This design comes from an exercise in tuning for small area, a short achievable clock period and few clock cycles on the open sky130 flow, not from production work.
Where RTL was checked, it was by simulation tests only, not by an equivalence proof against the original.
Treat power and IR drop as tool artefacts here; the default activity estimate runs too high for this design.

==> inputs of run a <==
## LCD_CTRL
module LCD_CTRL(clk, reset, IROM_Q, cmd, cmd_valid, IROM_EN, IROM_A, IRB_RW, IRB_D, IRB_A, busy, done);
export LEC_CHECK = 0
export CAP_MARGIN = 20
export CORE_MARGIN = 2
export CORE_UTILIZATION = 40
export CTS_BUF_LIST = sky130_fd_sc_hd__clkbuf_16
export CTS_CLUSTER_DIAMETER = 70
export CTS_CLUSTER_SIZE = 25
export SLEW_MARGIN = 20
create_clock -name core_clock -period 11.0 [get_ports {clk}]
standard.sh (not shown) runs the stock make flow with config.mk's settings and CLKGATE_MAP_FILE= SYNTH_SCRIPT=/design/flow/synth_recipe.tcl, a recipe that flattens the netlist after the stock synthesis.
==> flow/flow/run.sh <==
#!/bin/bash
# Layout: the standard flow (standard.sh), unchanged, except that its
# timing repair (floorplan, CTS and global-route repair_timing) aims at a
# setup margin of 7.5 ns instead of 0, so it sizes the critical paths for a
# shorter period. The SDC, the clock period and every other step are the
# standard ones. make's full output goes to flow.log here; each ORFS step
# writes its own log under orfs/logs/.
set -euo pipefail
bash standard.sh SETUP_SLACK_MARGIN=7.5 finish > flow.log 2>&1
==> run b (differences from run a) <==
--- a/flow/design.v
+++ b/flow/design.v
@@ -22,11 +22,11 @@
 genvar gi, gj;
 integer i, j;
 reg  [511:0] img;         
 reg  [6:0]   n;           
 reg  [6:0]   ln;          
-reg          fy;          
+reg          fx, fy, tr;  
 reg  [63:0]  pend;        
 reg  [2:0]   Xm, Ym;      
 reg  [6:0]   rtm, clm;    
 reg  [6:0]   rt, cl;      
 reg  [7:0]   wv [0:3];    
@@ -98,13 +98,20 @@
 always @(*) begin
     for (i = 0; i < 4; i = i + 1) rd[i] = 8'd0;
     for (j = 0; j < 64; j = j + 1)
         rd[{j[3], j[0]}] = rd[{j[3], j[0]}] | ({8{win_n[j]}} & img[j*8 +: 8]);
 end
-wire fyd = ((n == 7'd4) | (n == 7'd16) | (n == 7'd36)) ? (Ym > 3'd4) : fy;
+wire [2:0] dy = (Ym > 3'd4) ? Ym - 3'd4 : 3'd4 - Ym;
+wire [2:0] dx = (Xm > 3'd4) ? Xm - 3'd4 : 3'd4 - Xm;
+wire dcd = (n == 7'd4) | (n == 7'd16) | (n == 7'd36);
+wire trd = dcd ? (dx > dy) : tr;
+wire fxd = dcd ? (Xm > 3'd4) : fx;
+wire fyd = dcd ? (Ym > 3'd4) : fy;
 wire [5:0] sa = sp_addr(n[5:0]);
-wire [5:0] ia_nx = {sa[5:3] ^ {3{fyd}}, sa[2:0]};        
+wire [2:0] sr = trd ? sa[2:0] : sa[5:3];
+wire [2:0] sc = trd ? sa[5:3] : sa[2:0];
+wire [5:0] ia_nx = {sr ^ {3{fyd}}, sc ^ {3{fxd}}};       
 function [5:0] sp_addr;
     input [5:0] n;
     case (n)
     6'd0: sp_addr = 6'd27;
     6'd1: sp_addr = 6'd28;
@@ -225,15 +232,18 @@
     {3'd7, 3'd6}: rk = 6'd61;
     {3'd7, 3'd7}: rk = 6'd63;
     default: rk = 6'd63;
     endcase
 endfunction
-wire [2:0] Yb = fy ? 3'd0 - Ym : Ym;                     
+wire [2:0] Xf = fx ? 3'd0 - Xm : Xm;                     
+wire [2:0] Yf = fy ? 3'd0 - Ym : Ym;
+wire [2:0] Xb = tr ? Yf : Xf;
+wire [2:0] Yb = tr ? Xf : Yf;
 wire [3:0] ia_r = 4'b0001 << IROM_A[4:3];
 wire [3:0] ia_c = 4'b0001 << IROM_A[1:0];
 wire conf_n = ~IROM_EN & |(ia_r & (rwn[3:0] | rwn[7:4])) & |(ia_c & (cwn[3:0] | cwn[7:4]));
-wire ok_n = ({1'b0, rk(Yb, Xm)} < ln) & ~conf_n;
+wire ok_n = ({1'b0, rk(Yb, Xb)} < ln) & ~conf_n;
 wire [3:0] fwd = cls_or(win_n & land_dec);
 wire [63:0] wc = pend & ~(fin ? 64'd0 : win_c);
 wire [63:0] wc_p;
 generate
 for (gi = 0; gi < 64; gi = gi + 1) begin : wp
@@ -304,11 +314,11 @@
     if (reset) begin
         Xm <= 3'd4; Ym <= 3'd4; rtm <= 7'b0001000; clm <= 7'b0001000;
         rt <= 7'b0001000; cl <= 7'b0001000;
         c_r <= 3'd0; v_r <= 1'b0; ok <= 1'b0; fin <= 1'b0;
         busy <= 1'b0; done <= 1'b0;
-        fy <= 1'b0;
+        fx <= 1'b0; fy <= 1'b0; tr <= 1'b0;
         n <= 7'd1; ln <= 7'd0; pend <= 64'd0;
         IROM_A <= 6'd27; IROM_EN <= 1'b0;
         land_a <= 6'd0; land_v <= 1'b0;
         IRB_RW <= 1'b1; wv_r <= 1'b0;
     end else begin
@@ -316,11 +326,11 @@
         Ym  <= a_up ? Ym - 3'd1 : a_dn ? Ym + 3'd1 : Ym;
         Xm  <= a_lf ? Xm - 3'd1 : a_rt ? Xm + 3'd1 : Xm;
         rtm <= a_up ? {1'b0, rtm[6:1]} : a_dn ? {rtm[5:0], 1'b0} : rtm;
         clm <= a_lf ? {1'b0, clm[6:1]} : a_rt ? {clm[5:0], 1'b0} : clm;
         rt <= rtm; cl <= clm;
-        fy <= fyd;
+        fx <= fxd; fy <= fyd; tr <= trd;
         ok <= ok_n;
         IROM_A <= ia_nx;
         IROM_EN <= n[6];
         n <= n + {6'd0, ~n[6]}; ln <= n;
         land_a <= IROM_A; land_v <= ~IROM_EN;
==> flow/flow/run.sh (replaced) <==
#!/bin/bash
# Layout: the standard flow (standard.sh), unchanged, except that its
# timing repair (floorplan, CTS and global-route repair_timing) aims at a
# setup margin of 7.6 ns instead of 0, so it sizes the critical paths for a
# shorter period. The SDC, the clock period and every other step are the
# standard ones. make's full output goes to flow.log here; each ORFS step
# writes its own log under orfs/logs/.
set -euo pipefail
bash standard.sh SETUP_SLACK_MARGIN=7.6 finish > flow.log 2>&1
==> run c (differences from run a) <==
==> flow/flow/run.sh (replaced) <==
#!/bin/bash
# Layout: the standard flow (standard.sh), unchanged, except that its
# timing repair (floorplan, CTS and global-route repair_timing) aims at a
# setup margin of 8.0 ns instead of 0, so it sizes the critical paths for a
# shorter period. The SDC, the clock period and every other step are the
# standard ones. make's full output goes to flow.log here; each ORFS step
# writes its own log under orfs/logs/.
set -euo pipefail
bash standard.sh SETUP_SLACK_MARGIN=8.0 finish > flow.log 2>&1
==> run d (differences from run a) <==
--- a/flow/design.v
+++ b/flow/design.v
@@ -22,11 +22,11 @@
 genvar gi, gj;
 integer i, j;
 reg  [511:0] img;         
 reg  [6:0]   n;           
 reg  [6:0]   ln;          
-reg          fy;          
+reg          fx, fy, tr;  
 reg  [63:0]  pend;        
 reg  [2:0]   Xm, Ym;      
 reg  [6:0]   rtm, clm;    
 reg  [6:0]   rt, cl;      
 reg  [7:0]   wv [0:3];    
@@ -98,13 +98,20 @@
 always @(*) begin
     for (i = 0; i < 4; i = i + 1) rd[i] = 8'd0;
     for (j = 0; j < 64; j = j + 1)
         rd[{j[3], j[0]}] = rd[{j[3], j[0]}] | ({8{win_n[j]}} & img[j*8 +: 8]);
 end
-wire fyd = ((n == 7'd4) | (n == 7'd16) | (n == 7'd36)) ? (Ym > 3'd4) : fy;
+wire [2:0] dy = (Ym > 3'd4) ? Ym - 3'd4 : 3'd4 - Ym;
+wire [2:0] dx = (Xm > 3'd4) ? Xm - 3'd4 : 3'd4 - Xm;
+wire dcd = (n == 7'd4) | (n == 7'd16) | (n == 7'd36);
+wire trd = dcd ? (dx > dy) : tr;
+wire fxd = dcd ? (Xm > 3'd4) : fx;
+wire fyd = dcd ? (Ym > 3'd4) : fy;
 wire [5:0] sa = sp_addr(n[5:0]);
-wire [5:0] ia_nx = {sa[5:3] ^ {3{fyd}}, sa[2:0]};        
+wire [2:0] sr = trd ? sa[2:0] : sa[5:3];
+wire [2:0] sc = trd ? sa[5:3] : sa[2:0];
+wire [5:0] ia_nx = {sr ^ {3{fyd}}, sc ^ {3{fxd}}};       
 function [5:0] sp_addr;
     input [5:0] n;
     case (n)
     6'd0: sp_addr = 6'd27;
     6'd1: sp_addr = 6'd28;
@@ -225,16 +232,31 @@
     {3'd7, 3'd6}: rk = 6'd61;
     {3'd7, 3'd7}: rk = 6'd63;
     default: rk = 6'd63;
     endcase
 endfunction
-wire [2:0] Yb = fy ? 3'd0 - Ym : Ym;                     
+wire [2:0] Xf = fx ? 3'd0 - Xm : Xm;                     
+wire [2:0] Yf = fy ? 3'd0 - Ym : Ym;
+wire [2:0] Xb = tr ? Yf : Xf;
+wire [2:0] Yb = tr ? Xf : Yf;
 wire [3:0] ia_r = 4'b0001 << IROM_A[4:3];
 wire [3:0] ia_c = 4'b0001 << IROM_A[1:0];
 wire conf_n = ~IROM_EN & |(ia_r & (rwn[3:0] | rwn[7:4])) & |(ia_c & (cwn[3:0] | cwn[7:4]));
-wire ok_n = ({1'b0, rk(Yb, Xm)} < ln) & ~conf_n;
+wire ok_n = ({1'b0, rk(Yb, Xb)} < ln) & ~conf_n;
 wire [3:0] fwd = cls_or(win_n & land_dec);
+wire [3:0] chg;
+generate
+for (gi = 0; gi < 4; gi = gi + 1) begin : cg
+    assign chg[gi] = (nv[gi] != wv[gi]);
+end
+endgenerate
+wire [63:0] chg_m;
+generate
+for (gi = 0; gi < 64; gi = gi + 1) begin : cgm
+    assign chg_m[gi] = chg[{gi[3], gi[0]}];
+end
+endgenerate
 wire [63:0] wc = pend & ~(fin ? 64'd0 : win_c);
 wire [63:0] wc_p;
 generate
 for (gi = 0; gi < 64; gi = gi + 1) begin : wp
     assign wc_p[gi] = wc[SPIRAL[(63-gi)*6 +: 6]];
@@ -304,11 +326,11 @@
     if (reset) begin
         Xm <= 3'd4; Ym <= 3'd4; rtm <= 7'b0001000; clm <= 7'b0001000;
         rt <= 7'b0001000; cl <= 7'b0001000;
         c_r <= 3'd0; v_r <= 1'b0; ok <= 1'b0; fin <= 1'b0;
         busy <= 1'b0; done <= 1'b0;
-        fy <= 1'b0;
+        fx <= 1'b0; fy <= 1'b0; tr <= 1'b0;
         n <= 7'd1; ln <= 7'd0; pend <= 64'd0;
         IROM_A <= 6'd27; IROM_EN <= 1'b0;
         land_a <= 6'd0; land_v <= 1'b0;
         IRB_RW <= 1'b1; wv_r <= 1'b0;
     end else begin
@@ -316,17 +338,17 @@
         Ym  <= a_up ? Ym - 3'd1 : a_dn ? Ym + 3'd1 : Ym;
         Xm  <= a_lf ? Xm - 3'd1 : a_rt ? Xm + 3'd1 : Xm;
         rtm <= a_up ? {1'b0, rtm[6:1]} : a_dn ? {rtm[5:0], 1'b0} : rtm;
         clm <= a_lf ? {1'b0, clm[6:1]} : a_rt ? {clm[5:0], 1'b0} : clm;
         rt <= rtm; cl <= clm;
-        fy <= fyd;
+        fx <= fxd; fy <= fyd; tr <= trd;
         ok <= ok_n;
         IROM_A <= ia_nx;
         IROM_EN <= n[6];
         n <= n + {6'd0, ~n[6]}; ln <= n;
         land_a <= IROM_A; land_v <= ~IROM_EN;
-        pend <= (pend & ~wg) | land_dec | (exec_d ? win_c : 64'd0);
+        pend <= (pend & ~wg) | land_dec | (exec_d ? (win_c & chg_m) : 64'd0);
         wv_r <= wany; IRB_RW <= ~wv_r;
         done <= done | (fin & ~|pend & ~wv_r & n[6] & IROM_EN & ~land_v);
     end
 end
 always @(posedge clk) begin
Settings changed: CTS_CLUSTER_DIAMETER 70 to 60, CTS_CLUSTER_SIZE 25 to 20.
==> results.txt <==
Leakage power summed over all cells: run d 15.9 nW; run b 15.0 nW; run c 16.0 nW; run a 14.7 nW
Met1 routing resource usage after global routing: run d 52.2%; run b 46.7%; run c 51.7%; run a 46.8%
Layout buffering overhead excluding clock cells: run d 6.08%; run b 5.99%; run c 8.56%; run a 5.72%
Outcome: run d no timing/DRC/antenna violations; run b failed layout checks; run c no timing/DRC/antenna violations; run a no timing/DRC/antenna violations
Violated checks: run d -; run b capacitance limit, slew limit; run c -; run a -
CP Max Fanout: run d 16; run b 4; run c 5; run a 5
Number of tap instances: run d 1,254; run b 1,176; run c 1,165; run a 1,165
Post-synthesis instance area: run d 0.0375 mm2; run b 0.0360 mm2; run c 0.0357 mm2; run a 0.0357 mm2
CP arrival: run d 4790 ps; run b 4010 ps; run c 4190 ps; run a 4090 ps
Cell count after placement: run d 4,628; run b 4,331; run c 4,251; run a 4,239
Sequential-to-total area share from yosys stat: run d 53.6%; run b 55.7%; run c 56.1%; run a 56.1%
Pin count of the biggest net entering global routing: run d 56; run b 83; run c 81; run a 72
GR met3 Demand/Resource: run d 21.3%; run b 14.8%; run c 17.8%; run a 14.9%
Required time of the worst setup path: run d 11,560 ps; run b 11,400 ps; run c 11,440 ps; run a 11,320 ps
Sinks on the clock net: run d 712; run b 712; run c 709; run a 709
Power density relative to cell area: run d 432 mW/mm2; run b 321 mW/mm2; run c 381 mW/mm2; run a 350 mW/mm2
Fraction of the core area covered by cells at the end of the flow: run d 48.9%; run b 47.8%; run c 51.0%; run a 47.4%
Overall routing resource usage: run d 41.4%; run b 39.0%; run c 43.9%; run a 39.7%
Testbench counts of run b, summed over its fixed seeds: cycles 5,582.
Function not checked in run a, run c and run d: the RTL went through the layout flow alone.

==> what the ideal ports hide <==
In the flow no input, the clock included, has a driving cell. The finished layouts below were timed again as built, in two steps. Step 1 (the two cells are an assumption about what drives the block):
set clk [get_ports {clk}]
set_driving_cell -lib_cell sky130_fd_sc_hd__clkbuf_16 $clk
set_driving_cell -lib_cell sky130_fd_sc_hd__buf_2 [delete_from_list [all_inputs] $clk]
Step 2 adds t to the input delays and takes it off the output delays; t is the mean of the earliest and latest rising clock arrival at the registers after step 1. Input paths then give back, and output paths get back, about the clock's delay inside the block. a / b / c = no drivers / after step 1 / after step 2; a / b = the first two.
| run | shift t [ns] | setup WS [ns] | hold WS [ns] | worst setup path at the end | slew at the worst register clock pin (ns) |
|---|---|---|---|---|---|
| run a | 0.720 | 7.235 / 7.235 / 6.764 | 0.419 / 0.419 / 0.419 | input to register | 0.10 / 0.10 |
| run b | 0.724 | 7.393 / 7.393 / 6.964 | 0.433 / 0.433 / 0.433 | input to register | 0.11 / 0.11 |
| run c | 0.738 | 7.255 / 7.255 / 7.179 | 0.462 / 0.462 / 0.462 | input to register | 0.10 / 0.10 |
| run d | 0.736 | 6.767 / 6.767 / 6.767 | 0.459 / 0.459 / 0.459 | register to register | 0.09 / 0.09 |
For run a, which loses most, drivers alone change the setup slack by 0.000 ns; drivers and shift together by -0.471 ns.
